This is an optimization exercise on Yosys and OpenROAD, whose aim is small area, not a production implementation. Where RTL was checked, it was by simulation tests only, not by an equivalence proof against the original. Function not checked in run 4: the RTL went through the layout flow alone. The clock port is modelled as an ideal driver; clocking choices that lean on that would not hold on a real chip. Power and IR drop assume default switching activity.

<file path="flow/constraint.sdc">
create_clock -name core_clock -period 20.0 [get_ports {clk}]
set_input_delay 4.0000 -clock core_clock [delete_from_list [all_inputs] [get_ports {clk}]]
set_output_delay 4.0000 -clock core_clock [all_outputs]
set_load 0.01 [all_outputs]
</file>
<file path="flow/run.sh">
#!/bin/bash
# synth_recipe.tcl (not shown) runs the flow's synth.tcl, then flattens the netlist and writes it again
# the make line also repeats each setting of config.mk as NAME=value (left out here)
make -C /OpenROAD-flow-scripts/flow DESIGN_CONFIG=/design/flow/config.mk WORK_HOME=/design/flow/orfs CLKGATE_MAP_FILE= SYNTH_SCRIPT=/design/flow/synth_recipe.tcl finish
</file>
<file path="flow/design.v">
module AD7606_drive(
    input            clk     ,   
    input            rst_n   ,   
    input            ad_busy ,   
    input            ad_dataA,   
    input            ad_dataB,   
    output    [2:0]  ad_os   ,   
    output           ad_rage ,   
    output reg       ad_rst  ,   
    output reg       ad_cvAB ,   
    output reg       ad_cs_n ,   
    output reg       ad_sclk ,   
    output reg       ad_done ,   
    output reg[15:0] ad_ch1  ,   
    output reg[15:0] ad_ch2  ,   
    output reg[15:0] ad_ch3  ,   
    output reg[15:0] ad_ch4  ,   
    output reg[15:0] ad_ch5  ,   
    output reg[15:0] ad_ch6  ,   
    output reg[15:0] ad_ch7  ,   
    output reg[15:0] ad_ch8      
    );
reg [15:0] init_cnt      ;   
reg [15:0] state         ;   
reg [15:0] state_cnt     ;   
reg [ 1:0] cnt_spi_clk   ;   
reg        cnt_spi_clk_en;   
reg        spi_start     ;   
parameter AD_IDLE  = 16'b0000_0000_0000_0001;   
parameter AD_CVAB  = 16'b0000_0000_0000_0010;   
parameter AD_BUSY1 = 16'b0000_0000_0000_0100;   
parameter AD_BUSY2 = 16'b0000_0000_0000_1000;   
parameter AD_CSN   = 16'b0000_0000_0001_0000;   
parameter AD_CH1_5 = 16'b0000_0000_0010_0000;   
parameter AD_CH2_6 = 16'b0000_0000_0100_0000;   
parameter AD_CH3_7 = 16'b0000_0000_1000_0000;   
parameter AD_CH4_8 = 16'b0000_0001_0000_0000;   
parameter AD_STOP  = 16'b0000_0010_0000_0000;   
assign ad_os   = 3'b000;   
assign ad_rage = 1'b1  ;   
always@(posedge clk or negedge rst_n)
begin
    if(!rst_n)
        cnt_spi_clk_en <= 1'b0;
    else if(state == AD_STOP)    
        cnt_spi_clk_en <= 1'b0;
    else if(spi_start == 1'b1)   
        cnt_spi_clk_en <= 1'b1;
end      
always@(posedge clk or negedge rst_n)
begin
    if(!rst_n)
        cnt_spi_clk <= 2'd0;
    else if(cnt_spi_clk_en == 1'b1)
        cnt_spi_clk <= cnt_spi_clk + 1'b1;
    else if(cnt_spi_clk_en == 1'b0)
        cnt_spi_clk <= 2'd0;    
end    
always@(posedge clk or negedge rst_n)   
begin    
    if(!rst_n) begin
        init_cnt <= 16'd0;
        ad_rst   <= 1'b1 ;   
    end    
    else if(init_cnt < 16'hffff) begin
        init_cnt <= init_cnt + 1'b1;    
        ad_rst   <= 1'b1           ;  
    end
    else
        ad_rst   <= 1'b0           ;   
end      
always@(posedge clk or negedge rst_n) 
begin
    if(!rst_n) begin
        state     <= AD_IDLE;
        ad_cvAB   <= 1'b1   ;
        ad_cs_n   <= 1'b1   ;
        spi_start <= 1'b0   ;
        state_cnt <= 16'd0  ;
        ad_ch1    <= 16'd0  ;
        ad_ch2    <= 16'd0  ;
        ad_ch3    <= 16'd0  ;
        ad_ch4    <= 16'd0  ;
        ad_ch5    <= 16'd0  ;
        ad_ch6    <= 16'd0  ;
        ad_ch7    <= 16'd0  ;
        ad_ch8    <= 16'd0  ;
        ad_done   <= 1'b0   ;
    end
    else case(state)
        AD_IDLE:  begin
            ad_cvAB   <= 1'b1;
            ad_cs_n   <= 1'b1;
            ad_done   <= 1'b0;
            if(state_cnt == 16'd6000) begin   
                state_cnt <= 16'd0  ;
                state     <= AD_CVAB;    
            end
            else
                state_cnt <= state_cnt + 1'b1;
        end
        AD_CVAB:  begin
            if(state_cnt == 16'd2) begin
                state_cnt <= 16'd0   ;
                state     <= AD_BUSY1;
                ad_cvAB   <= 1'b1    ;   
            end
            else begin
                state_cnt <= state_cnt + 1'b1;
                ad_cvAB   <= 1'b0;       
            end
        end
        AD_BUSY1: begin 
            if(state_cnt == 16'd5) begin   
                state_cnt <= 16'd0   ;
                state     <= AD_BUSY2;    
            end
            else
                state_cnt <= state_cnt + 1'b1;       
        end 
        AD_BUSY2:  begin   
            if(ad_busy == 1'b0) 
                state <= AD_CSN; 
        end
        AD_CSN:    begin
            ad_cs_n   <= 1'b0    ;   
            spi_start <= 1'b1    ;   
            state     <= AD_CH1_5; 
        end
        AD_CH1_5:  begin   
            if(cnt_spi_clk == 2'd1) begin
                ad_ch1    <= {ad_ch1[14:0],ad_dataA};
                ad_ch5    <= {ad_ch5[14:0],ad_dataB};
                state_cnt <= state_cnt + 1'b1;
                if(state_cnt == 16'd15) begin
                    state_cnt <= 16'd0   ;
                    state     <= AD_CH2_6;  
                end
            end    
        end
        AD_CH2_6:  begin   
            if(cnt_spi_clk == 2'd1) begin
                ad_ch2    <= {ad_ch2[14:0],ad_dataA};
                ad_ch6    <= {ad_ch6[14:0],ad_dataB};
                state_cnt <= state_cnt + 1'b1;
                if(state_cnt == 16'd15) begin
                    state_cnt <= 16'd0   ;
                    state     <= AD_CH3_7;  
                end
            end    
        end 
        AD_CH3_7:  begin   
            if(cnt_spi_clk == 2'd1) begin
                ad_ch3    <= {ad_ch3[14:0],ad_dataA};
                ad_ch7    <= {ad_ch7[14:0],ad_dataB};
                state_cnt <= state_cnt + 1'b1;
                if(state_cnt == 16'd15) begin
                    state_cnt <= 16'd0   ;
                    state     <= AD_CH4_8;  
                end
            end    
        end 
        AD_CH4_8:  begin   
            if(cnt_spi_clk == 2'd1) begin
                ad_ch4    <= {ad_ch4[14:0],ad_dataA};
                ad_ch8    <= {ad_ch8[14:0],ad_dataB};
                state_cnt <= state_cnt + 1'b1;
                if(state_cnt == 16'd15) begin
                    state_cnt <= 16'd0  ;
                    state     <= AD_STOP;  
                end
            end    
        end 
        AD_STOP:   begin
            ad_cs_n   <= 1'b1;
            ad_done   <= 1'b1;
            state     <= AD_IDLE;   
        end 
        default: begin
           state      <= AD_IDLE;
        end               
    endcase        
end    
always@(*)
begin
    case(state)
        AD_IDLE,AD_CVAB,AD_BUSY1,AD_BUSY2,AD_STOP:    
            ad_sclk <= 1'b1;
        AD_CH1_5,AD_CH2_6,AD_CH3_7,AD_CH4_8 : begin   
            if(cnt_spi_clk == 2'd0 || cnt_spi_clk == 2'd1)   
                ad_sclk <= 1'b0;
            else                                             
                ad_sclk <= 1'b1;
        end
        default      :        
            ad_sclk <= 1'b1;
    endcase    
end 
endmodule
</file>
<file path="flow/config.mk">
export PLATFORM = sky130hd
export DESIGN_NAME = AD7606_drive
export DESIGN_NICKNAME = AD7606_drive
export VERILOG_FILES = /design/flow/design.v
export SDC_FILE = /design/flow/constraint.sdc
export NUM_CORES = 4
export LEC_CHECK = 0
export CAP_MARGIN = 20
export CORE_MARGIN = 2
export CORE_UTILIZATION = 40
export PLACE_DENSITY = 0.6
export SLEW_MARGIN = 20
</file>
==> results of run 1 <==
==> power groups by stage <==
stage                     Combinational [mW]  Clock [mW]  Sequential, mW
after floorplan                      0.00166           0           0.369
after global placement                0.0118           0           0.368
after detailed placement              0.0120           0           0.368
after CTS                             0.0120       0.337           0.361
after global routing                  0.0133       0.352           0.361
final                                 0.0114       0.328           0.361
==> kinds of logic after synthesis <==
| group | share of synthesized area [%] |
|---|---|
| adders and majority gates | 1.16 |
| xor gates and xnor gates | 1.86 |
| muxes | 19.8 |
| AOI/OAI and AO/OA | 4.67 |
| and+or+nand+nor | 10.8 |
| DFF | 59.1 |
| other | 0.0995 |
| buffers and inverters | 2.54 |
==> state kept, by name, summed over array words and instances (netlist names) <==
| name | cells |
|---|---|
| state | 10 |
| cnt_spi_clk | 2 |
| spi_start | 1 |
| ad_ch5 | 16 |
| state_cnt | 16 |
| ad_cvAB | 1 |
| ad_rst | 1 |
| ad_ch1 | 16 |
| ad_ch2 | 16 |
| ad_done | 1 |
| cnt_spi_clk_en | 1 |
| ad_ch8 | 16 |
| init_cnt | 16 |
| ad_ch3 | 16 |
| ad_ch4 | 16 |
| ad_ch6 | 16 |
| ad_cs_n | 1 |
| ad_ch7 | 16 |
==> final cells by class <==
| class | count | area [sq um] |
|---|---|---|
| Clock buffer | 19 | 443 |
| Timing Repair Buffer | 142 | 1430 |
| Inverter | 10 | 37.5 |
| Fill cell | 1557 | 8860 |
| Multi-Input combinational cell | 353 | 2910 |
| Sequential cell | 178 | 4460 |
| Tap cell | 234 | 293 |
| Clock inverter | 13 | 146 |
==> placed cells by master (no fill, tap or decap), drive strengths merged, types with 3 or more instances in the layout <==
cell,Yosys,final
dfstp,4,4
inv,10,15
nand4,12,12
nand2,33,33
or3,3,3
clkinv,0,5
clkbuf,5,20
nand3,16,16
dfrtp,174,174
o21ai,11,11
xnor2,10,10
nand2b,3,3
conb,2,4
nor2b,3,3
xor2,6,6
buf,24,5
ha,7,7
a21o,5,5
and3,3,3
mux2,132,132
nor4b,4,4
a31oi,6,6
a21oi,5,5
nor4,9,9
or2,3,3
clkdlybuf4s50,0,136
nor2,27,27
nor3b,5,5
nor3,11,11
==> through the flow <==
stage               worst slack [ps]  hold slack [ps]  instance area, sq um
floorplan                      14660              431                  7560
global placement               14060              443                  9100
detailed placement             14000              453                  9130
CTS                            13530              462                  9710
global route                   13380              485                  9720
finish                         13560              463                  9720
==> worst max path at each step <==
stage	startpoint	endpoint	slack, ps	depth (start not counted)
floorplan	state[8]$_DFFE_PN0P_	ad_sclk	14660	5
global placement	state[7]$_DFFE_PN0P_	ad_sclk	14060	5
detailed placement	state[7]$_DFFE_PN0P_	ad_sclk	14000	5
CTS	state[7]$_DFFE_PN0P_	ad_sclk	13530	5
global route	state[7]$_DFFE_PN0P_	ad_sclk	13380	5
finish	state[7]$_DFFE_PN0P_	ad_sclk	13560	5
==> routing by layer <==
| layer | up-vias | track usage (%) | part of all wire (%) |
|---|---|---|---|
| met5 | - | 0 | 0 |
| met2 | 128 | 26.8 | 50 |
| met1 | 2535 | 20.0 | 43 |
| met4 | 0 | 5.21 | 1.7 |
| met3 | 20 | 4.59 | 5.4 |
| li1 | 2310 | - | - |
==> reports/metrics.cfg, run 1 <==
[hold_path]
hold_path_end = cnt_spi_clk[0]$_DFF_PN0_
hp-start = cnt_spi_clk[0]$_DFF_PN0_
hold_class = flip-flop to flip-flop
hold_path_depth = 1

[worst_setup_path]
timing.rr.end = state_cnt[11]$_DFFE_PN0P_
cp_top_family = simple AND/OR/NAND/NOR gates
crit_path_start_kind = flip-flop
ff2ff_path_depth = 5
critPathArrivalTime_ps = 2440
cp_slowest_stage_delay_ps = 510
cp_cell_sequence = nor4b_1, a211oi_1, or2_1, o21bai_1, clkdlybuf4s50_1
crit_fanout = 12
r2r_start = state[6]$_DFFE_PN0P_
worstPathRequired_ps = 16000
cp-end-kind = output pin
slowest_stage = dfrtp_1
critPathBufInv = 1
worstSetupPathType = flip-flop to output pin
rrSetupSlack_ps = 17240

[logic_synthesis]
synth_warnings = 1
synth_edf_count = 0
syn_area_per_cell_sq_um = 13.3
synthTopCellsByArea = dfrtp_1 (58%), mux2_2 (19%), nand2_1 (1.6%)
ys_types = 68
synth.largest_area_cell = dfrtp_1
yosysSeqAreaShare_pct = 59.1
syn_area_sq_um = 7550
ys_top_cells_by_count = dfrtp_1 (174), mux2_2 (126), nand2_1 (33)
postSynth.asyncResetShare_pct = 100
synthFlopType = dfrtp_1
ys_ff_latch = 178
synth_cells = 568
synth_top_area_share_pct = 57.7
yosysMostFrequentCell = dfrtp_1

[detailed_routing]
via_per_inst = 5.26
num_vias = 4993
dr.pass1.iters = 4
drtAntennaViolNets = 0
drt-total-wl_microns = 15700
drtIter0Drc = 226
wl_per_cell_microns = 16.6
route.detailed.drc = 0

[timing]
grt_setup_unrepaired = no
worst-slew-pin-transition_ps = 950
relSlewSlack_pct = 36.4
drv_slew = 0
finalCritPeriodShare_pct = 32.2
clock_skew_ps = 7.86
max_freq_mhz = 155
final_hold_viol_count = 0
finalSetupViolations = 0
finalCriticalPeriod_ps = 6440
setup_tns_ps = 0

[global_route]
grtUsageTotal_pct = 16.0
grt_max_degree = 112
antenna_found_initial = 0
grt_pass1_vias = 5092
grt_pass1_wl_microns = 25700
grt_overflow = 0

[power]
p_sw_share_pct = 22.5
finalPower_mw = 0.701
p_int_mw = 0.543
power.switching_mw = 0.158
p_comb_share_pct = 1.6
p_seq_share_pct = 51.5
clkPwrFrac_pct = 46.8
power_density_nw_per_um2 = 72.1
p_leak_nw = 4.54
vdd_drop_max_mv = 0.0643

[cts]
cts_max_level = 4
cts.sinks = 178
cts.path.max_buffers = 2
cts-resized-gates = 0
insertion_delay_ps = 420
path_clk_slew_ps = 60
cts_tree = done
root_buffer = clkbuf_16
hold_buffers = 0
numCtsBuffers = 17
post-cts-setup-buffers = 0

[finish]
drive_gt1_share_pct = 25.5
nets = 714
fin_cells = 949
n_antenna_cell = 0
area_growth_pct = 28.7
fin_util_pct = 52.3

[floorplanning]
initial_utilization_pct = 40.6
die_area_sq_um = 20000
die_x_microns = 141
rows = 50
core_sq_um = 18600
die_h_microns = 141
ioPinCount = 142

[place]
dp_hpwl_microns = 10900
place_congestion = 0.808
placed_cells = 917
portBuffers = 137

[job]
max_cap_viol_count = 0

[status]
status = complete, no violations

==> run 2, diff against run 1 <==
==> flow/design.v (replaced) <==
module AD7606_drive(
    input             clk     ,
    input             rst_n   ,
    input             ad_busy ,
    input             ad_dataA,
    input             ad_dataB,
    output     [2:0]  ad_os   ,
    output            ad_rage ,
    output reg        ad_rst  ,
    output            ad_cvAB ,
    output reg        ad_cs_n ,
    output            ad_sclk ,
    output reg        ad_done ,
    output reg [15:0] ad_ch1  ,
    output reg [15:0] ad_ch2  ,
    output reg [15:0] ad_ch3  ,
    output reg [15:0] ad_ch4  ,
    output reg [15:0] ad_ch5  ,
    output reg [15:0] ad_ch6  ,
    output reg [15:0] ad_ch7  ,
    output reg [15:0] ad_ch8
    );
assign ad_os   = 3'b000;
assign ad_rage = 1'b1;
reg  [15:0] rst_sr;
wire        rst_z15 = ~|rst_sr[14:0];
wire        rst_fb  = rst_sr[15] ^ rst_sr[14] ^ rst_sr[12] ^ rst_sr[3] ^ rst_z15;
always @(posedge clk or negedge rst_n)
begin
    if (!rst_n) begin
        rst_sr <= 16'h0001;
        ad_rst <= 1'b1;
    end
    else begin
        rst_sr <= {rst_sr[14:0], rst_fb};
        if (rst_z15 & ~rst_sr[15])
            ad_rst <= 1'b0;
    end
end
reg  [1:0]  sck;
reg  [10:0] cnt;
reg         wt;
reg         started;
wire ph_a  = ad_cs_n & ~wt;
wire ph_b  = wt & ~cnt[0];
wire ph_c  = wt &  cnt[0];
wire ph_s  = ~ad_cs_n & cnt[6] & cnt[0];
wire a_end = ph_a & cnt[10] & cnt[9] & cnt[5];                  
wire cv_on = ph_a & cnt[10] & cnt[9] & (cnt[4:0] == 5'b11110)   
             & (sck[0] ^ sck[1]);
wire inc   = wt ? (~cnt[0] & ~ad_busy) : (sck[0] & (sck[1] == ad_cs_n));
wire smp   = ~sck[1] & sck[0];
assign ad_cvAB = ~cv_on;
assign ad_sclk = ad_cs_n | sck[1];
always @(posedge clk or negedge rst_n)
begin
    if (!rst_n) begin
        sck     <= 2'd3;
        cnt     <= 11'd65;
        wt      <= 1'b0;
        ad_cs_n <= 1'b1;
        started <= 1'b0;
        ad_done <= 1'b0;
    end
    else begin
        if (ph_s)
            sck <= 2'd3;
        else if (~started & (ph_c | ~ad_cs_n))
            sck <= 2'd0;
        else
            sck <= sck + 1'b1;
        if (a_end)
            cnt <= 11'd0;
        else
            cnt <= cnt + inc;
        wt      <= a_end | ph_b;
        if (ph_c)
            ad_cs_n <= 1'b0;
        else if (ph_s)
            ad_cs_n <= 1'b1;
        started <= started | ~ad_cs_n;
        ad_done <= ph_s;
    end
end
always @(posedge clk)
begin
    if (smp) begin
        {ad_ch1, ad_ch2, ad_ch3, ad_ch4} <= {ad_ch1[14:0], ad_ch2, ad_ch3, ad_ch4, ad_dataA};
        {ad_ch5, ad_ch6, ad_ch7, ad_ch8} <= {ad_ch5[14:0], ad_ch6, ad_ch7, ad_ch8, ad_dataB};
    end
end
endmodule
==> flow/flow/run.sh (new file) <==
#!/bin/bash
# Standard ORFS layout with smaller port buffers and a lighter clock tree.
set -euo pipefail
bash standard.sh finish \
  'BUFFER_PORTS_ARGS=-buffer_cell sky130_fd_sc_hd__buf_1' \
  'CTS_ARGS=-sink_clustering_enable -repair_clock_nets -dont_use_dummy_load -buf_list {sky130_fd_sc_hd__clkbuf_4 sky130_fd_sc_hd__clkbuf_8}' \
  > make_finish.log 2>&1
==> flow/standard.sh (new file) <==
#!/bin/bash
# synth_recipe.tcl (not shown) runs the flow's synth.tcl, then flattens the netlist and writes it again
# the make line also repeats each setting of config.mk as NAME=value (left out here)
make -C /OpenROAD-flow-scripts/flow DESIGN_CONFIG=/design/flow/config.mk WORK_HOME=/design/flow/orfs CLKGATE_MAP_FILE= SYNTH_SCRIPT=/design/flow/synth_recipe.tcl "${@:-finish}"
removed: flow/run.sh
==> run 2 against run 1 <==
Synthesized cell count shrank 58%. Critical path depth shrank 2. Count of clock-buffer cells in the layout shrank 2. Register-to-register slack gained 240 ps. Still clean. Utilization shrank 3.5 points. Critical path type unchanged. Highest routed layer unchanged. Largest power group unchanged. Die area shrank 30%.
==> reports/metrics.cfg, run 2 <==
[status]
status = complete, no violations

[global_route]
grt_pass1_vias = 2688  ; -47%
antenna_found_initial = 0  ; unchanged
grtUsageTotal_pct = 13.9  ; -2.0 points
grt_max_degree = 79  ; -29%
grt_overflow = 0  ; unchanged
grt_pass1_wl_microns = 14500  ; -43%

[logic_synthesis]
synth.largest_area_cell = edfxtp_1
syn_area_sq_um = 5220  ; -31%
synth_cells = 241  ; -58%
yosysMostFrequentCell = edfxtp_1
synth_warnings = 1  ; unchanged
yosys-mux-area-fraction_pct = 0.384  ; -19 points
ys_top_cells_by_count = edfxtp_1 (128), dfrtp_1 (27), dfstp_2 (7)
synth-xor-area-share_pct = 1.17  ; -0.68 points
postSynth.asyncResetShare_pct = 21.0  ; -79 points
yosysSeqAreaShare_pct = 90.1  ; +31 points
synthFlopType = edfxtp_1
synth_fa_ha_area_share_pct = 0.959  ; -0.20 points
synth_edf_count = 128  ; +128
synth_top_area_share_pct = 73.6  ; +16 points
synth_compound_area_share_pct = 1.99  ; -2.7 points
ys_types = 35  ; -49%
yosys.area_share.simple_pct = 4.17  ; -6.6 points
synthTopCellsByArea = edfxtp_1 (74%), dfrtp_1 (13%), dfstp_2 (3.5%)
syn_area_per_cell_sq_um = 21.7  ; +63%
synth_top_family_by_area = simple AND/OR/NAND/NOR gates
ys_ff_latch = 162  ; -9.0%

[timing]
finalCritPeriodShare_pct = 30.1  ; -2.1 points
worst-slew-pin-transition_ps = 942  ; -8.56 ps
drv_slew = 0  ; unchanged
setup_tns_ps = 0  ; unchanged
relSlewSlack_pct = 37.2  ; +0.85 points
finalCriticalPeriod_ps = 6020  ; -419 ps
final_hold_viol_count = 0  ; unchanged
finalSetupViolations = 0  ; unchanged
max_freq_mhz = 166  ; +7.0%
clock_skew_ps = 31.2  ; +23.3 ps
grt_setup_unrepaired = no

[floorplanning]
initial_utilization_pct = 41.2  ; +0.57 points
core_sq_um = 12700  ; -32%
ioPinCount = 142  ; unchanged
rows = 41  ; -18%
die_x_microns = 118  ; -16%
die_area_sq_um = 14000  ; -30%
die_h_microns = 118  ; -16%

[detailed_routing]
route.detailed.drc = 0  ; unchanged
wl_per_cell_microns = 16.3  ; -1.5%
drtIter0Drc = 246  ; +8.8%
num_vias = 2665  ; -47%
via_per_inst = 4.71  ; -11%
dr.pass1.iters = 4  ; unchanged
drtAntennaViolNets = 0  ; unchanged
drt-total-wl_microns = 9250  ; -41%

[worst_setup_path]
slowest_stage = or4_2
crit_path_start_kind = flip-flop
cp_slowest_stage_delay_ps = 620  ; +110 ps
cp-end-kind = output pin
critPathBufInv = 1  ; unchanged
cp_cell_sequence = nand4b_1, or4_2, buf_1
worstPathRequired_ps = 16000  ; about the same
critPathArrivalTime_ps = 2020  ; -420 ps
crit_fanout = 7  ; -5
worstSetupPathType = flip-flop to output pin
cp_top_family = simple AND/OR/NAND/NOR gates

[cts]
hold_buffers = 0  ; unchanged
cts-resized-gates = 0  ; unchanged
post-cts-setup-buffers = 0  ; unchanged
cts_max_level = 4  ; unchanged
insertion_delay_ps = 440  ; +20 ps
cts.path.max_buffers = 2  ; unchanged
root_buffer = clkbuf_8
path_clk_slew_ps = 80  ; +20 ps
numCtsBuffers = 17  ; unchanged
cts.sinks = 162  ; -9.0%
cts_tree = done

[place]
portBuffers = 137  ; unchanged
place_congestion = 0.812  ; +0.48%
placed_cells = 549  ; -40%
dp_hpwl_microns = 6070  ; -44%

[finish]
final_common_cell = buf_1
nets = 405  ; -43%
final_cell_mix = buf_1 (137), edfxtp_1 (128), dfrtp_1 (27), clkbuf_8 (17), dfstp_2 (7)
fin_util_pct = 48.8  ; -3.5 points
n_fill_cell = 1103  ; -29%
fin_cells = 566  ; -40%
area_growth_pct = 18.5
n_antenna_cell = 0  ; unchanged
multiInputGateArea_sq_um = 480  ; -83%
ff_latch_area_sq_um = 4700  ; +5.5%
drive_gt1_share_pct = 7.87  ; -18 points

[power]
power_density_nw_per_um2 = 86.1  ; +19%
p_leak_nw = 1.92  ; -58%
vdd_drop_max_mv = 0.0551  ; -14%

[hold_path]
hold_class = flip-flop to flip-flop

[job]
max_cap_viol_count = 0  ; unchanged

## run 2: cell count changes after synthesis, sizes merged, moves of 9 or more
cell    before  now
buf         24    4
dfrtp      174   27
edfxtp       0  128
mux2       132    0
nand2       33    6
nand3       16    6
nand4       12    3
nor2        27    4
nor3        11    1
## run 2: path summary, 6_finish.rpt
| path | slack, ps | start | end | cells past startpoint |
|---|---|---|---|---|
| setup / recovery | 13980 | ad_cs_n$_DFFE_PN1P_ | ad_cvAB | 3 |
| min in group asynchronous | 3590 | rst_n | rst_sr[7]$_DFF_PN0_ | 2 |
| hold / removal | 360 | rst_sr[11]$_DFF_PN0_ | rst_sr[12]$_DFF_PN0_ | 0 |
| setup reg to reg | 17480 | ad_cs_n$_DFFE_PN1P_ | cnt[6]$_DFF_PN1_ | 8 |
| max in group asynchronous | 16060 | rst_n | cnt[0]$_DFF_PN1_ | 2 |
| hold reg to reg | 360 | rst_sr[11]$_DFF_PN0_ | rst_sr[12]$_DFF_PN0_ | 0 |
## run 2: cell families after synthesis
group / Yosys count
DFF: 162
and+or+nand+nor: 37
AOI/OAI and AO/OA: 16
buffers and inverters: 11
xor gates and xnor gates: 7
adders and majority gates: 4
other: 2
muxes: 2
## run 2: final cells by class
| class | count | share of cell area, % |
|---|---|---|
| clock buffers | 17 | 3.78 |
| inverters | 6 | 0.364 |
| multi-input cells | 70 | 7.77 |
| flip-flops and latches | 162 | 76.0 |
| well taps | 172 | 3.48 |
| repair buffers | 139 | 8.56 |
## run 2: report_power, final
| part | internal [mW] | switching, mW | total (mW) |
|---|---|---|---|
| registers | 0.359 | 0 | 0.359 |
| logic | 0.000313 | 0.00169 | 0.00200 |
| clock network | 0.0750 | 0.0961 | 0.171 |
| total | 0.435 | 0.0978 | 0.532 |
## run 2: metrics by stage
step	power [mW]	setup WS, ps	instance area (sq um)	hold slack (ps)
after floorplan	0.367	14520	5230	354
after global placement	0.368	14440	5950	360
after detailed placement	0.368	14420	5950	366
after CTS	0.542	13930	6180	363
after global routing	0.556	13890	6180	370
final	0.532	13980	6180	363
## run 2: per-layer routing
layer,vias up,wire [microns],global-route usage [%]
li1,1211,-,-
met1,1321,4240,18.9
met2,128,4080,18.9
met3,5,854,7.53
met4,0,77,4.97
met5,-,0,0
==> run 3, diff against run 2 <==
==> flow/run.sh (new file) <==
#!/bin/bash
# synth_recipe.tcl (not shown) runs the flow's synth.tcl, then flattens the netlist and writes it again
# the make line also repeats each setting of config.mk as NAME=value (left out here)
make -C /OpenROAD-flow-scripts/flow DESIGN_CONFIG=/design/flow/config.mk WORK_HOME=/design/flow/orfs CLKGATE_MAP_FILE= SYNTH_SCRIPT=/design/flow/synth_recipe.tcl finish
removed: flow/flow/run.sh
removed: flow/standard.sh
==> run 3 against run 2 <==
Area after synthesis did not move. Maximum frequency fell by 5.9%. Still clean on timing, DRC and antenna. Via count rose by 1.6%. Largest cell class unchanged. Synthesized cell count did not move. Flip-flop and latch count did not move. Largest power group unchanged.
==> reports/metrics.cfg, run 3 <==
[global_route]
grt_pass1_wl_microns = 15400  ; +6.1%
grt_max_degree = 74  ; -6.3%
grt_overflow = 0  ; unchanged
grtUsageTotal_pct = 14.7  ; +0.80 points
grt_pass1_vias = 2769  ; +3.0%
antenna_found_initial = 0  ; unchanged

[place]
place_congestion = 0.823  ; +1.4%
portBuffers = 137  ; unchanged
dp_hpwl_microns = 6210  ; +2.3%
placed_area_sq_um = 6810  ; +14%

[logic_synthesis]
syn_area_sq_um = 5220  ; unchanged
synthFlopType = edfxtp_1
ys_types = 35  ; unchanged
syn_area_per_cell_sq_um = 21.7  ; unchanged
synth_edf_count = 128  ; unchanged
synth_top_area_share_pct = 73.6  ; unchanged
synth_warnings = 1  ; unchanged
ys_top_cells_by_count = edfxtp_1 (128), dfrtp_1 (27), dfstp_2 (7)
synth_cells = 241  ; unchanged
yosysSeqAreaShare_pct = 90.1  ; unchanged
ys_ff_latch = 162  ; unchanged
synth.largest_area_cell = edfxtp_1
postSynth.asyncResetShare_pct = 21.0  ; unchanged
yosysMostFrequentCell = edfxtp_1
synthTopCellsByArea = edfxtp_1 (74%), dfrtp_1 (13%), dfstp_2 (3.5%)

[power]
vdd_drop_max_mv = 0.0551  ; about the same
clkPwrFrac_pct = 46.7  ; +15 points
p_sw_share_pct = 18.1  ; -0.28 points
p_comb_share_pct = 0.4  ; about the same
power_density_nw_per_um2 = 91.7  ; +6.6%
p_seq_share_pct = 52.9  ; -15 points
power.switching_mw = 0.123  ; +26%
p_int_mw = 0.556  ; +28%
p_leak_nw = 2.48  ; +29%

[worst_setup_path]
worstPathRequired_ps = 16000  ; about the same
crit_path_start_kind = flip-flop
timing.rr.end = cnt[6]$_DFF_PN1_
worstSetupPathType = flip-flop to output pin
r2r_start = ad_cs_n$_DFFE_PN1P_
ff2ff_path_depth = 8  ; unchanged
rrSetupSlack_ps = 17460  ; -20 ps
cp-end-kind = output pin
critPathArrivalTime_ps = 2400  ; +380 ps
crit_fanout = 7  ; unchanged

[detailed_routing]
route.detailed.drc = 0  ; unchanged
wl_per_cell_microns = 16.8  ; +2.9%
drtIter0Drc = 282  ; +15%
dr.pass1.iters = 6  ; +2
drt-total-wl_microns = 9770  ; +5.7%
drtAntennaViolNets = 0  ; unchanged
via_per_inst = 4.66  ; -1.0%
num_vias = 2708  ; +1.6%

[hold_path]
hold_path_end = rst_sr[14]$_DFF_PN0_
hold_class = flip-flop to flip-flop
hold_path_depth = 0  ; unchanged
hp-start = rst_sr[13]$_DFF_PN0_

[cts]
cts_max_level = 4  ; unchanged
numCtsBuffers = 17  ; unchanged
cts-resized-gates = 0  ; unchanged
insertion_delay_ps = 410  ; -30 ps
hold_buffers = 0  ; unchanged
path_clk_slew_ps = 60  ; -20 ps
cts.sinks = 162  ; unchanged
root_buffer = clkbuf_16
post-cts-setup-buffers = 0  ; unchanged
cts.path.max_buffers = 2  ; unchanged
cts_tree = done

[finish]
postLayoutCellArea_sq_um = 7400  ; +20%
area_growth_pct = 41.9
fin_util_pct = 58.4  ; +9.6 points
nets = 405  ; unchanged
final_cell_mix = clkdlybuf4s50_1 (137), edfxtp_1 (128), dfrtp_1 (27), clkbuf_16 (19), dfstp_2 (7)
final_common_cell = clkdlybuf4s50_1
drive_gt1_share_pct = 10.5  ; +2.6 points
n_antenna_cell = 0  ; unchanged

[timing]
setup_tns_ps = 0  ; unchanged
worst-slew-pin-transition_ps = 890  ; -51.4 ps
final_hold_viol_count = 0  ; unchanged
finalCritPeriodShare_pct = 32.0  ; +1.9 points
clock_skew_ps = 6.46  ; -24.7 ps
max_freq_mhz = 156  ; -5.9%
finalCriticalPeriod_ps = 6400  ; +381 ps
whs_ps = 375  ; +11.5 ps
drv_slew = 0  ; unchanged
finalSetupViolations = 0  ; unchanged
relSlewSlack_pct = 40.6  ; +3.4 points
grt_setup_unrepaired = no

[job]
max_cap_viol_count = 0  ; unchanged

[floorplanning]
die_x_microns = 118  ; unchanged
rows = 41  ; unchanged
die_area_sq_um = 14000  ; unchanged
initial_utilization_pct = 41.2  ; unchanged
ioPinCount = 142  ; unchanged
die_h_microns = 118  ; unchanged
core_sq_um = 12700  ; unchanged

[status]
status = complete, no violations

-- run 3: cell types whose count changed in the layout (fill, tap and decap cells not counted), sizes merged --
cell and delta:
bufinv +1, inv +1, clkinv +5, clkbuf +8, buf -137, clkdlybuf4s50 +137
-- run 3: worst max-delay path, stage by stage (launching register included) --
cell and delay (ps):
dfstp_2 580, nand4b_1 280, or4_2 630, clkdlybuf4s50_1 500
-- run 3: logic make-up (layout without fill, tap and decap cells) --
group | Yosys count | after routing | synth area share, %
AOI/OAI and AO/OA | 16 | 16 | 1.99
muxes | 2 | 2 | 0.384
buffers and inverters | 11 | 177 | 1.08
and+or+nand+nor | 37 | 37 | 4.17
xor gates and xnor gates | 7 | 7 | 1.17
other | 2 | 4 | 0.144
adders and majority gates | 4 | 4 | 0.959
DFF | 162 | 162 | 90.1
-- run 3: how the worst max path moves through the flow --
stage                        start  endpoint  slack [ps]  cells past startpoint
2_1_floorplan     sck[1]$_DFF_PN1_   ad_cvAB       14520                      3
3_3_place_gp      sck[1]$_DFF_PN1_   ad_cvAB       14080                      4
3_5_place_dp   ad_cs_n$_DFFE_PN1P_   ad_cvAB       14050                      3
4_1_cts        ad_cs_n$_DFFE_PN1P_   ad_cvAB       13580                      3
5_1_grt        ad_cs_n$_DFFE_PN1P_   ad_cvAB       13510                      3
6_report       ad_cs_n$_DFFE_PN1P_   ad_cvAB       13600                      3
-- run 3: metal layers --
| metal | GRT usage (%) | part of all wire, % | wire length, microns |
|---|---|---|---|
| met2 | 19.9 | 43 | 4180 |
| met3 | 9.31 | 10 | 1030 |
| met4 | 4.74 | 0.90 | 88 |
| met1 | 19.4 | 46 | 4480 |
| met5 | 0 | 0 | 0 |
-- run 3: final cells by class --
class / instances / area (sq um)
clock inverters: 7 / 68.8
well taps: 172 / 215
fillers: 970 / 5270
inverters: 6 / 22.5
flip-flops and latches: 162 / 4700
multi-input cells: 70 / 480
repair buffers: 139 / 1390
clock buffers: 25 / 528
-- run 3: metrics by stage --
stage | worst slack (ps) | std cells | power, mW
after floorplan | 14520 | 243 | 0.367
after global placement | 14080 | 549 | 0.369
after detailed placement | 14050 | 549 | 0.369
after CTS | 13580 | 581 | 0.688
after global routing | 13510 | 581 | 0.702
final | 13600 | 581 | 0.679
-- run 3: power groups by stage --
| stage | Combinational, mW | Clock [mW] | Sequential (mW) |
|---|---|---|---|
| 3_3_place_gp | 0.00259 | 0 | 0.366 |
| 2_1_floorplan | 0.000916 | 0 | 0.366 |
| 3_5_place_dp | 0.00258 | 0 | 0.366 |
| 4_1_cts | 0.00259 | 0.326 | 0.359 |
| 6_report | 0.00246 | 0.317 | 0.359 |
| 5_1_grt | 0.00282 | 0.340 | 0.359 |
==> run 4, diff against run 3 <==
--- a/flow/design.v
+++ b/flow/design.v
@@ -42,21 +42,33 @@
 reg         wt;
 reg         started;
 wire ph_a  = ad_cs_n & ~wt;
-wire ph_b  = wt & ~cnt[0];
-wire ph_c  = wt &  cnt[0];
-wire ph_s  = ~ad_cs_n & cnt[6] & cnt[0];
-wire a_end = ph_a & cnt[10] & cnt[9] & cnt[5];                  
-wire cv_on = ph_a & cnt[10] & cnt[9] & (cnt[4:0] == 5'b11110)   
-             & (sck[0] ^ sck[1]);
-wire inc   = wt ? (~cnt[0] & ~ad_busy) : (sck[0] & (sck[1] == ad_cs_n));
+wire ph_c  = wt & cnt[0];
+wire ph_s  = ~ad_cs_n & ~cnt[10];
+wire a_hi  = ph_a & cnt[10] & cnt[9];
+wire a_end = a_hi & cnt[1];                           
+wire cv_on = a_hi & ~cnt[1] & ~cnt[0] & (sck[0] ^ sck[1]);    
+wire inc0  = wt ? (~cnt[0] & ~ad_busy) : (ad_cs_n & (&sck));
+wire inc3  = ~ad_cs_n & ~sck[1] & sck[0];
 wire smp   = ~sck[1] & sck[0];
+wire [10:0] cnt_t;
+assign cnt_t[0]  = inc0;
+assign cnt_t[1]  = cnt_t[0] & cnt[0];
+assign cnt_t[2]  = cnt_t[1] & cnt[1];
+assign cnt_t[3]  = (cnt_t[2] & cnt[2]) | inc3;
+assign cnt_t[4]  = cnt_t[3] & cnt[3];
+assign cnt_t[5]  = (cnt_t[4] & cnt[4]) | ph_s;
+assign cnt_t[6]  = cnt_t[5] & cnt[5];
+assign cnt_t[7]  = cnt_t[6] & cnt[6];
+assign cnt_t[8]  = cnt_t[7] & cnt[7];
+assign cnt_t[9]  = cnt_t[8] & cnt[8];
+assign cnt_t[10] = cnt_t[9] & cnt[9];
 assign ad_cvAB = ~cv_on;
 assign ad_sclk = ad_cs_n | sck[1];
 always @(posedge clk or negedge rst_n)
 begin
     if (!rst_n) begin
         sck     <= 2'd3;
-        cnt     <= 11'd65;
+        cnt     <= 11'd35;
         wt      <= 1'b0;
         ad_cs_n <= 1'b1;
         started <= 1'b0;
@@ -69,11 +81,8 @@
             sck <= 2'd0;
         else
             sck <= sck + 1'b1;
-        if (a_end)
-            cnt <= 11'd0;
-        else
-            cnt <= cnt + inc;
-        wt      <= a_end | ph_b;
+        cnt     <= cnt ^ cnt_t;
+        wt      <= a_end | (wt & ~cnt[0]);
         if (ph_c)
             ad_cs_n <= 1'b0;
         else if (ph_s)
==> flow/flow/run.sh (new file) <==
#!/bin/bash
# Standard ORFS layout with the smallest port buffers and a lighter clock
# tree: CTS builds the tree from clkbuf_4 and flow/post_cts.tcl upsizes only
# the buffers whose sinks would see a slow clock edge.
set -euo pipefail
HERE=$(pwd)
bash standard.sh finish \
  'BUFFER_PORTS_ARGS=-buffer_cell sky130_fd_sc_hd__buf_1' \
  'CTS_ARGS=-sink_clustering_enable -repair_clock_nets -dont_use_dummy_load -root_buf sky130_fd_sc_hd__clkbuf_8 -buf_list {sky130_fd_sc_hd__clkbuf_4}' \
  "POST_CTS_TCL=$HERE/flow/post_cts.tcl" \
  > make_finish.log 2>&1
==> flow/flow/post_cts.tcl (new file) <==
# Runs at the end of ORFS's CTS step: upsizes the clock buffers whose loads see
# a slow slew (estimated from placement), so that the clock tree can be built
# from small buffers and only the crowded branches get bigger ones.
set_propagated_clock [all_clocks]
proc leaf_slews {} {
  set res {}
  foreach inst [get_cells clkbuf_*] {
    set n [get_property $inst name]
    set mx 0
    foreach p [get_pins -of_objects [get_nets -of_objects [get_pins $n/X]] -filter "direction==input"] {
      set s [get_property $p slew_max]
      if {$s > $mx} {set mx $s}
    }
    lappend res [list $n $mx [get_property $inst ref_name]]
  }
  return $res
}
set thr [expr {[info exists ::env(UP_THR)] ? $::env(UP_THR) : 0.112}]
for {set it 0} {$it < 4} {incr it} {
  estimate_parasitics -placement
  set changed 0
  foreach l [leaf_slews] {
    lassign $l n s ref
    if {$s > $thr} {
      set to ""
      if {$ref eq "sky130_fd_sc_hd__clkbuf_2"} {set to sky130_fd_sc_hd__clkbuf_4}
      if {$ref eq "sky130_fd_sc_hd__clkbuf_4"} {set to sky130_fd_sc_hd__clkbuf_8}
      if {$ref eq "sky130_fd_sc_hd__clkbuf_8"} {set to sky130_fd_sc_hd__clkbuf_16}
      if {$to ne ""} { puts "UPSIZE $n $ref -> $to (slew $s)"; replace_cell $n $to; incr changed }
    }
  }
  if {$changed == 0} break
  detailed_placement
}
==> flow/standard.sh (new file) <==
#!/bin/bash
# synth_recipe.tcl (not shown) runs the flow's synth.tcl, then flattens the netlist and writes it again
# the make line also repeats each setting of config.mk as NAME=value (left out here)
make -C /OpenROAD-flow-scripts/flow DESIGN_CONFIG=/design/flow/config.mk WORK_HOME=/design/flow/orfs CLKGATE_MAP_FILE= SYNTH_SCRIPT=/design/flow/synth_recipe.tcl "${@:-finish}"
removed: flow/run.sh
==> run 4 against run 3 <==
Wire length decreased by 15%. Clock skew grew 18 ps. Power shrank 25%. Area after synthesis fell by 2.6%. Still clean.
==> reports/metrics.cfg, run 4 <==
[timing]
finalCritPeriodShare_pct = 31.4  ; -0.60 points
worst-slew-pin-transition_ps = 972  ; +81.5 ps
fin_ws_ps = 13720  ; +121 ps
setup_tns_ps = 0  ; unchanged
finalSetupViolations = 0  ; unchanged
grt_setup_unrepaired = no
final_hold_viol_count = 0  ; unchanged
drv_slew = 0  ; unchanged
clock_skew_ps = 24.5  ; +18.0 ps
max_freq_mhz = 159  ; +1.9%
relSlewSlack_pct = 35.2  ; -5.4 points
finalCriticalPeriod_ps = 6280  ; -121 ps

[job]
max_cap_viol_count = 0  ; unchanged

[cts]
cts.sinks = 162  ; unchanged
cts_tree = done
path_clk_slew_ps = 100  ; +40 ps
insertion_delay_ps = 370  ; -40 ps

[detailed_routing]
routed-wl-met3_microns = 1000  ; -2.5%
wl_met2_microns = 3320  ; -21%
drtIter0Drc = 137  ; -51%
wl_per_cell_microns = 15.4  ; -8.2%
via_per_inst = 4.53  ; -2.8%
num_vias = 2434  ; -10%
drt-met1-wl_microns = 3810  ; -15%
highest_layer = met4
route.detailed.drc = 0  ; unchanged
drtAntennaViolNets = 0  ; unchanged
dr.pass1.iters = 4  ; -2
drt-total-wl_microns = 8290  ; -15%

[global_route]
grt_overflow = 0  ; unchanged
grt_pass1_vias = 2338  ; -16%
grt_pass1_wl_microns = 12100  ; -21%
grt_max_degree = 81  ; +9.5%
antenna_found_initial = 1  ; +1
grtUsageTotal_pct = 12.6  ; -2.2 points

[power]
power_density_nw_per_um2 = 84.8  ; -7.6%
p_int_mw = 0.414  ; -26%
finalPower_mw = 0.507  ; -25%
p_seq_share_pct = 70.7  ; +18 points
vdd_drop_max_mv = 0.0513  ; -6.9%
power.switching_mw = 0.0931  ; -24%
p_comb_share_pct = 0.4  ; about the same
p_leak_nw = 1.92  ; -23%
clkPwrFrac_pct = 28.9  ; -18 points
p_sw_share_pct = 18.4  ; +0.27 points

[floorplanning]
die_area_sq_um = 13600  ; -2.5%
rows = 41  ; unchanged
die_x_microns = 117  ; -1.3%
ioPinCount = 142  ; unchanged
initial_utilization_pct = 40.6  ; -0.57 points
core_sq_um = 12500  ; -1.2%
die_h_microns = 117  ; -1.3%

[logic_synthesis]
synth_warnings = 1  ; unchanged
synthFlopType = edfxtp_1
postSynth.asyncResetShare_pct = 21.0  ; unchanged
synth.largest_area_cell = edfxtp_1
synth_top_area_share_pct = 75.6  ; +2.0 points
ys_top_cells_by_count = edfxtp_1 (128), dfrtp_1 (26), ha_1 (12)
ys_ff_latch = 162  ; unchanged
yosysSeqAreaShare_pct = 92.5  ; +2.4 points
syn_area_sq_um = 5080  ; -2.6%
ys_types = 25  ; -29%
synth_edf_count = 128  ; unchanged
synthTopCellsByArea = edfxtp_1 (76%), dfrtp_1 (13%), dfstp_2 (4.1%)
syn_area_per_cell_sq_um = 24.1  ; +11%
synth_cells = 211  ; -12%
yosysMostFrequentCell = edfxtp_1

[status]
status = complete, no violations

[hold_path]
hold_path_depth = 0  ; unchanged
hp-start = rst_sr[6]$_DFF_PN0_
hold_class = flip-flop to flip-flop
hold_path_end = rst_sr[7]$_DFF_PN0_

[finish]
fin_util_pct = 47.8  ; -11 points
nets = 383  ; -5.4%
final_cell_mix = buf_1 (137), edfxtp_1 (128), dfrtp_1 (26), clkbuf_4 (12), ha_1 (11)
multiInputGateArea_sq_um = 350  ; -27%
drive_gt1_share_pct = 8.24  ; -2.3 points
ff_latch_area_sq_um = 4700  ; about the same
area_growth_pct = 17.7
fin_cells = 537  ; -7.6%
n_fill_cell = 1088  ; +12%
final_common_cell = buf_1

[worst_setup_path]
cp_cell_sequence = buf_1, o31ai_1, ha_1, ha_1, ha_1, a31o_2, ha_1, ha_1, or2_2, ha_1, ha_1, ha_1, ha_1, ha_1, xor2_1
crit_fanout = 1  ; -6
critPathBufInv = 1  ; unchanged
cp_top_family = adder cells
cp-end-kind = flip-flop
worstPathRequired_ps = 20260  ; +4260 ps
rrSetupSlack_ps = 16740  ; -720 ps
crit_path_start_kind = primary input
cp.depth = 15  ; +12
worstSetupPathType = primary input to flip-flop
critPathMostFrequentCell = ha_1
slowest_stage = or2_2
ff2ff_path_depth = 16  ; +8
cp_slowest_stage_delay_ps = 290  ; -340 ps
timing.rr.end = cnt[10]$_DFF_PN0_
r2r_start = sck[0]$_DFF_PN1_
critPathArrivalTime_ps = 6540  ; +4140 ps

[place]
place_congestion = 0.792  ; -3.8%
placed_cells = 519  ; -5.5%
dp_hpwl_microns = 5350  ; -14%
portBuffers = 137  ; unchanged
dpl_worst_slack_ps = 13290  ; -759 ps

[run 4: cell count changes after synthesis, moves of 3 or more]
cell,before,now
o21ai_0,6,0
nand2_1,6,2
nand2b_1,3,0
nand3_1,6,1
ha_1,4,12
o22ai_1,0,3
nor2_1,4,1
[run 4: metrics by stage]
stage / area (sq um) / hold WS (ps)
2_1_floorplan: 5090 / 354
3_3_place_gp: 5810 / 358
3_5_place_dp: 5810 / 361
5_1_grt: 5990 / 372
6_report: 5990 / 364
[run 4: kinds of logic (layout without fill, tap and decap cells)]
logic type	count (synthesis)	in the layout	share of synthesized area, %
other cells	2	5	0.148
xor+xnor	5	5	0.861
buf+inv	9	160	0.984
compound gates	8	8	1.08
simple gates	13	13	1.45
flops	162	162	92.5
fa+ha+maj	12	12	2.95
[run 4: final cells by class]
class | instances | share of cell area (%)
sequential | 162 | 78.6
antenna | 1 | 0.0418
clock buffer | 17 | 2.84
inverter | 4 | 0.251
multi-input combinational | 42 | 5.85
tap | 172 | 3.59
timing repair buffer | 139 | 8.84
[run 4: metal layers]
metal  vias up  track usage, %
met5         -               0
met4         0            6.98
met3        13            7.52
met2       130            16.0
met1      1191            16.5
li1       1100               -
[run 4: worst max path at each step]
stage | endpoint | start
2_1_floorplan | cnt[10]$_DFF_PN0_ | ad_busy
3_3_place_gp | cnt[10]$_DFF_PN0_ | ad_busy
3_5_place_dp | cnt[10]$_DFF_PN0_ | ad_busy
5_1_grt | cnt[10]$_DFF_PN0_ | ad_busy
6_report | cnt[10]$_DFF_PN0_ | ad_busy
[run 4: power by group through the flow]
stage                     sequential (mW)  combinational, mW  clock, mW
after floorplan                     0.366           0.000906          0
after global placement              0.366            0.00202          0
after detailed placement            0.366            0.00211          0
final                               0.359            0.00198      0.147
after global routing                0.359            0.00242      0.169
==> run 5, diff against run 4 <==
--- a/flow/design.v
+++ b/flow/design.v
@@ -75,9 +75,7 @@
         ad_done <= 1'b0;
     end
     else begin
-        if (ph_s)
-            sck <= 2'd3;
-        else if (~started & (ph_c | ~ad_cs_n))
+        if (~started & (ph_c | ~ad_cs_n))
             sck <= 2'd0;
         else
             sck <= sck + 1'b1;
==> run 5 against run 4 <==
Clock power hardly changed. Critical path depth unchanged. Sequential share of layout area hardly changed. Final cell count did not move. Worst setup slack lost 63 ps. Synthesized cell count unchanged. Sequential power about the same. Hold slack improved by 4.2 ps. Area after synthesis is 0.15% lower. Register-to-register slack lost 70 ps. Critical path type unchanged.
==> reports/metrics.cfg, run 5 <==
[status]
status = complete, no violations

[timing]
worst-slew-pin-transition_ps = 1010  ; +35.1 ps
finalCritPeriodShare_pct = 31.7  ; +0.32 points
grt_setup_unrepaired = no
setup_tns_ps = 0  ; unchanged
finalCriticalPeriod_ps = 6350  ; +63.5 ps
final_hold_viol_count = 0  ; unchanged
drv_slew = 0  ; unchanged
max_freq_mhz = 158  ; -1.0%
whs_ps = 369  ; +4.20 ps
finalSetupViolations = 0  ; unchanged
clock_skew_ps = 30.4  ; +5.91 ps
relSlewSlack_pct = 32.9  ; -2.3 points
fin_ws_ps = 13650  ; -63.5 ps

[logic_synthesis]
synth_edf_count = 128  ; unchanged
synth_warnings = 1  ; unchanged
synth.largest_area_cell = edfxtp_1
ys_top_cells_by_count = edfxtp_1 (128), dfrtp_1 (26), ha_1 (12)
synthFlopType = edfxtp_1
ys_types = 23  ; -8.0%
syn_area_per_cell_sq_um = 24.1  ; -0.15%
synth_top_area_share_pct = 75.7  ; +0.11 points
yosysMostFrequentCell = edfxtp_1
ys_ff_latch = 162  ; unchanged
syn_area_sq_um = 5080  ; -0.15%
synthTopCellsByArea = edfxtp_1 (76%), dfrtp_1 (13%), dfstp_2 (4.1%)
postSynth.asyncResetShare_pct = 21.0  ; unchanged
yosysSeqAreaShare_pct = 92.7  ; +0.14 points
synth_cells = 211  ; unchanged

[global_route]
grt_pass1_wl_microns = 12200  ; +0.68%
grt_pass1_vias = 2336  ; -0.086%
grt_max_degree = 85  ; +4.9%
grtUsageTotal_pct = 12.5  ; -0.053 points
antenna_found_initial = 0  ; -1
grt_overflow = 0  ; unchanged

[power]
vdd_drop_max_mv = 0.0560  ; +9.3%
power_density_nw_per_um2 = 84.8  ; +0.12%
finalPower_mw = 0.508  ; +0.14%
p_leak_nw = 1.92  ; -0.18%

[hold_path]
hold_path_depth = 0  ; unchanged
hold_class = flip-flop to flip-flop

[detailed_routing]
route.detailed.drc = 0  ; unchanged
drt-total-wl_microns = 8170  ; -1.4%
drtAntennaViolNets = 0  ; unchanged
drtIter0Drc = 168  ; +23%
num_vias = 2427  ; -0.29%
dr.pass1.iters = 4  ; unchanged
via_per_inst = 4.52  ; -0.29%
wl_per_cell_microns = 15.2  ; -1.4%

[cts]
cts.sinks = 162  ; unchanged
insertion_delay_ps = 370  ; about the same
path_clk_slew_ps = 100  ; about the same
cts_tree = done

[finish]
n_antenna_cell = 0  ; -1
final_cell_mix = buf_1 (137), edfxtp_1 (128), dfrtp_1 (26), ha_1 (11), clkbuf_4 (11)
drive_gt1_share_pct = 8.22  ; -0.023 points
area_growth_pct = 17.9
final_common_cell = buf_1
n_fill_cell = 1085  ; -0.28%
nets = 384  ; +0.26%

[place]
dpl_worst_slack_ps = 13250  ; -43.8 ps
portBuffers = 137  ; unchanged
dp_hpwl_microns = 5390  ; +0.91%
place_congestion = 0.729  ; -7.9%

[job]
max_cap_viol_count = 0  ; unchanged

[floorplanning]
initial_utilization_pct = 40.6  ; -0.060 points
die_area_sq_um = 13600  ; -0.15%
die_x_microns = 117  ; about the same
ioPinCount = 142  ; unchanged
die_h_microns = 117  ; about the same
rows = 41  ; unchanged
core_sq_um = 12500  ; unchanged

[worst_setup_path]
crit_path_start_kind = primary input
ff2ff_path_depth = 16  ; unchanged
crit_fanout = 1  ; unchanged
worstSetupPathType = primary input to flip-flop
cp-end-kind = flip-flop
worstPathRequired_ps = 20240  ; -20 ps
critPathArrivalTime_ps = 6580  ; +40 ps

[run 5: kinds of logic (layout without fill, tap and decap cells)]
group	count (synthesis)	after routing	share of synthesized area, %
adder cells (fa/ha/maj)	12	12	2.96
flip-flops	162	162	92.7
buffers and inverters	7	159	0.813
other	2	4	0.148
AND/OR/NAND/NOR	17	17	1.75
XOR/XNOR	5	5	0.863
AO/OA/AOI/OAI	6	6	0.813
[run 5: worst paths after layout]
kind / slack (ps) / startpoint / endpoint
setup / recovery: 13650 / ad_busy / cnt[10]$_DFF_PN0_
hold / removal: 370 / rst_sr[6]$_DFF_PN0_ / rst_sr[7]$_DFF_PN0_
setup reg to reg: 16670 / sck[0]$_DFF_PN1_ / cnt[10]$_DFF_PN0_
hold reg to reg: 370 / rst_sr[6]$_DFF_PN0_ / rst_sr[7]$_DFF_PN0_
max in group asynchronous: 16010 / rst_n / ad_rst$_DFFE_PN1P_
min in group asynchronous: 3630 / rst_n / wt$_DFF_PN0_
[run 5: critical path: stages]
cell     delay [ps]
buf_1            70
o31ai_1          70
ha_1            190
ha_1            180
ha_1            180
a31o_2          210
ha_1            180
ha_1            160
or2_2           290
ha_1            190
ha_1            180
ha_1            180
ha_1            180
ha_1            180
xor2_1          130
[run 5: layer usage]
metal,global-route usage (%),part of all wire (%),up-vias
li1,-,-,1095
met1,16.6,46,1204
met2,16.8,42,120
met3,7.11,11,8
met4,5.41,1.4,0
met5,0,0,-
[run 5: power breakdown]
| group | total [mW] | switching, mW | internal (mW) | leakage (nW) |
|---|---|---|---|---|
| combinational | 0.00194 | 0.00164 | 0.000303 | 0.361 |
| sequential | 0.359 | 0 | 0.359 | 1.46 |
| clock | 0.147 | 0.0901 | 0.0572 | 0.0989 |
| total | 0.508 | 0.0917 | 0.416 | 1.92 |
[run 5: layout make-up]
cell class / count / area [sq um] / area share, %
well taps: 172 / 215 / 3.59
inverters: 3 / 11.3 / 0.188
multi-input cells: 44 / 352 / 5.87
clock buffers: 17 / 176 / 2.95
flip-flops and latches: 162 / 4700 / 78.6
repair buffers: 139 / 529 / 8.84
[run 5: stage by stage]
stage | util [%] | instance area [sq um] | cells
after global routing | 47.8 | 5990 | 537
after detailed placement | 46.4 | 5810 | 520
after global placement | 46.4 | 5810 | 520
after floorplan | - | 5080 | 213
final | 47.8 | 5990 | 537
==> run 6, diff against run 5 <==
--- a/flow/design.v
+++ b/flow/design.v
@@ -11,14 +11,14 @@
     output reg        ad_cs_n ,
     output            ad_sclk ,
     output reg        ad_done ,
-    output reg [15:0] ad_ch1  ,
-    output reg [15:0] ad_ch2  ,
-    output reg [15:0] ad_ch3  ,
-    output reg [15:0] ad_ch4  ,
-    output reg [15:0] ad_ch5  ,
-    output reg [15:0] ad_ch6  ,
-    output reg [15:0] ad_ch7  ,
-    output reg [15:0] ad_ch8
+    output     [15:0] ad_ch1  ,
+    output     [15:0] ad_ch2  ,
+    output     [15:0] ad_ch3  ,
+    output     [15:0] ad_ch4  ,
+    output     [15:0] ad_ch5  ,
+    output     [15:0] ad_ch6  ,
+    output     [15:0] ad_ch7  ,
+    output     [15:0] ad_ch8
     );
 assign ad_os   = 3'b000;
 assign ad_rage = 1'b1;
@@ -89,11 +89,22 @@
         ad_done <= ph_s;
     end
 end
+reg  [128:0] ring;
 always @(posedge clk)
 begin
-    if (smp) begin
-        {ad_ch1, ad_ch2, ad_ch3, ad_ch4} <= {ad_ch1[14:0], ad_ch2, ad_ch3, ad_ch4, ad_dataA};
-        {ad_ch5, ad_ch6, ad_ch7, ad_ch8} <= {ad_ch5[14:0], ad_ch6, ad_ch7, ad_ch8, ad_dataB};
+    ring <= {ring[127:2], smp ? ad_dataB : ring[1], ring[0], smp ? ad_dataA : ring[128]};
+end
+genvar k;
+generate
+    for (k = 0; k < 16; k = k + 1) begin : g_out
+        assign ad_ch1[15-k] = ring[(253 - 4*k) % 129];
+        assign ad_ch2[15-k] = ring[(253 - 4*(k+16)) % 129];
+        assign ad_ch3[15-k] = ring[(253 - 4*(k+32)) % 129];
+        assign ad_ch4[15-k] = ring[(253 - 4*(k+48)) % 129];
+        assign ad_ch5[15-k] = ring[(255 - 4*k) % 129];
+        assign ad_ch6[15-k] = ring[(255 - 4*(k+16)) % 129];
+        assign ad_ch7[15-k] = ring[(255 - 4*(k+32)) % 129];
+        assign ad_ch8[15-k] = ring[(255 - 4*(k+48)) % 129];
     end
-end
+endgenerate
 endmodule
==> run 6 against run 5 <==
Maximum frequency about the same. Synthesized cell count increased by 62%. Count of clock-buffer cells in the layout unchanged. Register-to-register slack improved by 80 ps. Utilization decreased by 8.2 points. Flip-flop and latch count increased by 1. Clock skew decreased by 2.5 ps. Hold slack got worse by 45 ps. Sequential share of layout area decreased by 5.3 points. Wire length decreased by 26%. Critical path type unchanged. Critical endpoint unchanged. Highest routed layer unchanged.
==> reports/metrics.cfg, run 6 <==
[worst_setup_path]
worstPathRequired_ps = 20240  ; about the same
worstSetupPathType = primary input to flip-flop
cp-end-kind = flip-flop
worstSetupStartpoint = ad_busy
crit_fanout = 1  ; unchanged
crit_path_start_kind = primary input
rrSetupSlack_ps = 16750  ; +80 ps
ff2ff_path_depth = 16  ; unchanged
r2r_start = sck[0]$_DFF_PN1_
critPathArrivalTime_ps = 6590  ; about the same

[timing]
worst-slew-pin-transition_ps = 774  ; -233 ps
setup_tns_ps = 0  ; unchanged
max_freq_mhz = 158  ; about the same
finalCriticalPeriod_ps = 6350  ; +1.90 ps
finalCritPeriodShare_pct = 31.7  ; about the same
drv_slew = 0  ; unchanged
relSlewSlack_pct = 48.4  ; +16 points
grt_setup_unrepaired = no
clock_skew_ps = 27.8  ; -2.55 ps
finalSetupViolations = 0  ; unchanged
final_hold_viol_count = 0  ; unchanged

[finish]
area_growth_pct = -2.11
n_antenna_cell = 0  ; unchanged
regMostFlops = ring
postLayoutCellArea_sq_um = 4700  ; -22%
final_common_cell = buf_1
drive_gt1_share_pct = 8.20  ; -0.022 points
nets = 385  ; +0.26%
biggestRegsByFlops = ring (129), rst_sr (16), cnt (11)
fin_util_pct = 39.6  ; -8.2 points
final_cell_mix = buf_1 (136), dfxtp_1 (129), dfrtp_1 (26), ha_1 (12), clkbuf_4 (10)
largest_reg_flops = 129

[power]
power_density_nw_per_um2 = 103  ; +21%
p_leak_nw = 1.92  ; +0.33%
vdd_drop_max_mv = 0.0586  ; +4.7%

[floorplanning]
ioPinCount = 142  ; unchanged
die_area_sq_um = 12900  ; -5.3%
initial_utilization_pct = 40.5  ; -0.10 points
die_h_microns = 114  ; -2.7%
die_x_microns = 114  ; -2.7%
core_sq_um = 11900  ; -5.2%
rows = 40  ; -2.4%

[logic_synthesis]
ys_top_cells_by_count = buf_4 (132), dfxtp_1 (129), dfrtp_1 (26)
synth_warnings = 1  ; unchanged
yosys.area_share.simple_pct = 1.85  ; +0.10 points
synth_cells = 342  ; +62%
synth_edf_count = 0  ; -100%
synthFlopType = dfxtp_1
synth.largest_area_cell = dfxtp_1
syn_area_per_cell_sq_um = 14.0  ; -42%
syn_area_sq_um = 4800  ; -5.5%
synth-xor-area-share_pct = 0.912  ; +0.050 points
synthTopCellsByArea = dfxtp_1 (54%), buf_4 (21%), dfrtp_1 (14%)
synth_fa_ha_area_share_pct = 3.13  ; +0.17 points
synth_top_family_by_area = buffers and inverters
yosysSeqAreaShare_pct = 71.7  ; -21 points
synth_compound_area_share_pct = 0.860  ; +0.047 points
postSynth.asyncResetShare_pct = 20.9  ; -0.13 points
yosys-mux-area-fraction_pct = 0.469  ; +0.47 points
synth_top_area_share_pct = 53.8  ; -22 points
yosysMostFrequentCell = buf_4
ys_ff_latch = 163  ; +0.62%
ys_types = 24  ; +4.3%

[detailed_routing]
drtIter0Drc = 79  ; -53%
route.detailed.drc = 0  ; unchanged
wl_per_cell_microns = 11.8  ; -22%
drt-met1-wl_microns = 2550  ; -32%
num_vias = 2074  ; -15%
drt-total-wl_microns = 6050  ; -26%
dr.pass1.iters = 4  ; unchanged
drtAntennaViolNets = 0  ; unchanged
wl_met2_microns = 2780  ; -20%
via_per_inst = 4.04  ; -11%
routed-wl-met3_microns = 585  ; -33%
highest_layer = met4

[cts]
insertion_delay_ps = 370  ; about the same
cts.sinks = 163  ; +0.62%
path_clk_slew_ps = 100  ; about the same
cts_tree = done

[place]
place_congestion = 0.728  ; -0.14%
placed_area_sq_um = 4520  ; -22%
dp_hpwl_microns = 4200  ; -22%
portBuffers = 137  ; unchanged

[job]
max_cap_viol_count = 0  ; unchanged

[global_route]
grt_overflow = 0  ; unchanged
grtUsageTotal_pct = 10.2  ; -2.3 points
grt_max_degree = 35  ; -59%
grt_pass1_vias = 2006  ; -14%
grt_pass1_wl_microns = 9540  ; -22%
antenna_found_initial = 0  ; unchanged

[hold_path]
hp-start = ring[21]$_DFF_P_
hold_class = flip-flop to flip-flop
hold_path_depth = 0  ; unchanged

[status]
status = complete, no violations

## run 6: cell count changes in the layout (fill, tap and decap cells not counted), sizes merged
cell / previous run / this run
buf: 139 / 136
mux2: 0 / 2
edfxtp: 128 / 0
dfxtp: 0 / 129
clkbuf: 17 / 18
## run 6: path summary, 6_finish.rpt
check                                  endpoint
max                           cnt[10]$_DFF_PN0_
min                            ring[22]$_DFF_P_
max reg2reg                   cnt[10]$_DFF_PN0_
min reg2reg                    ring[22]$_DFF_P_
max in group asynchronous  rst_sr[14]$_DFF_PN0_
min in group asynchronous      cnt[6]$_DFF_PN0_
## run 6: layout make-up
cell class,instances,area (sq um)
Clock buffer,17,183
Timing Repair Buffer,137,515
Inverter,3,11.3
Sequential cell,163,3440
Multi-Input combinational cell,46,362
Fill cell,1137,7160
Tap cell,147,184
## run 6: cell families after synthesis
logic type      count (synthesis)
flops                         163
buf+inv                       135
simple gates                   17
fa+ha+maj                      12
compound gates                  6
xor+xnor                        5
other cells                     2
mux                             2
## run 6: where the power goes
part	internal, mW	leakage (nW)	total, mW	switching [mW]
registers	0.328	1.46	0.329	0.00118
logic	0.00117	0.364	0.00497	0.00380
clock network	0.0593	0.101	0.148	0.0883
## run 6: stage by stage
stage	cells	power [mW]	setup slack, ps	hold slack (ps)
3_3_place_gp	496	0.342	13310	332
3_5_place_dp	496	0.342	13270	333
2_1_floorplan	344	0.342	13490	332
5_1_grt	513	0.507	13530	329
6_report	513	0.482	13650	324
## run 6: critical path: stages
cell     delay, ps
buf_1           80
o31ai_1         90
ha_1           190
ha_1           190
ha_1           170
a31o_2         210
ha_1           180
ha_1           170
or2_2          280
ha_1           180
ha_1           180
ha_1           170
ha_1           180
ha_1           190
xor2_1         140
## run 6: per-layer routing
layer,up-vias,track usage (%)
li1,985,-
met1,982,11.1
met2,95,14.7
met3,12,6.54
met4,0,6.59
met5,-,0

-- separate check: timing with driven ports --
The flow's constraints put no driver on any port. The routed layouts listed below were extracted and timed again, unchanged, in two steps. Step 1, drivers: a clkbuf_16 drives clk and a buf_2 each remaining input, both assumed. Step 2, shift: input delay + t, output delay - t, t = (earliest + latest rising clock arrival at the registers) / 2. This alone moves slack from input paths to output paths. a / b / c = ideal / step 1 / step 2; a / b = the first two.
| run | t (ns) | setup slack, ns | hold WS [ns] |
|---|---|---|---|
| run 1 | 0.457 | 13.558 / 13.519 / 13.976 | 0.463 / 0.463 / 0.463 |
| run 2 | 0.461 | 13.978 / 13.945 / 14.406 | 0.363 / 0.363 / 0.363 |
| run 3 | 0.447 | 13.597 / 13.559 / 14.006 | 0.375 / 0.375 / 0.375 |
| run 4 | 0.394 | 13.717 / 13.731 / 13.337 | 0.364 / 0.364 / 0.364 |
| run 5 | 0.393 | 13.654 / 13.667 / 13.274 | 0.369 / 0.369 / 0.369 |
| run 6 | 0.390 | 13.652 / 13.665 / 13.275 | 0.324 / 0.324 / 0.324 |
After both steps every run listed still meets setup and hold.
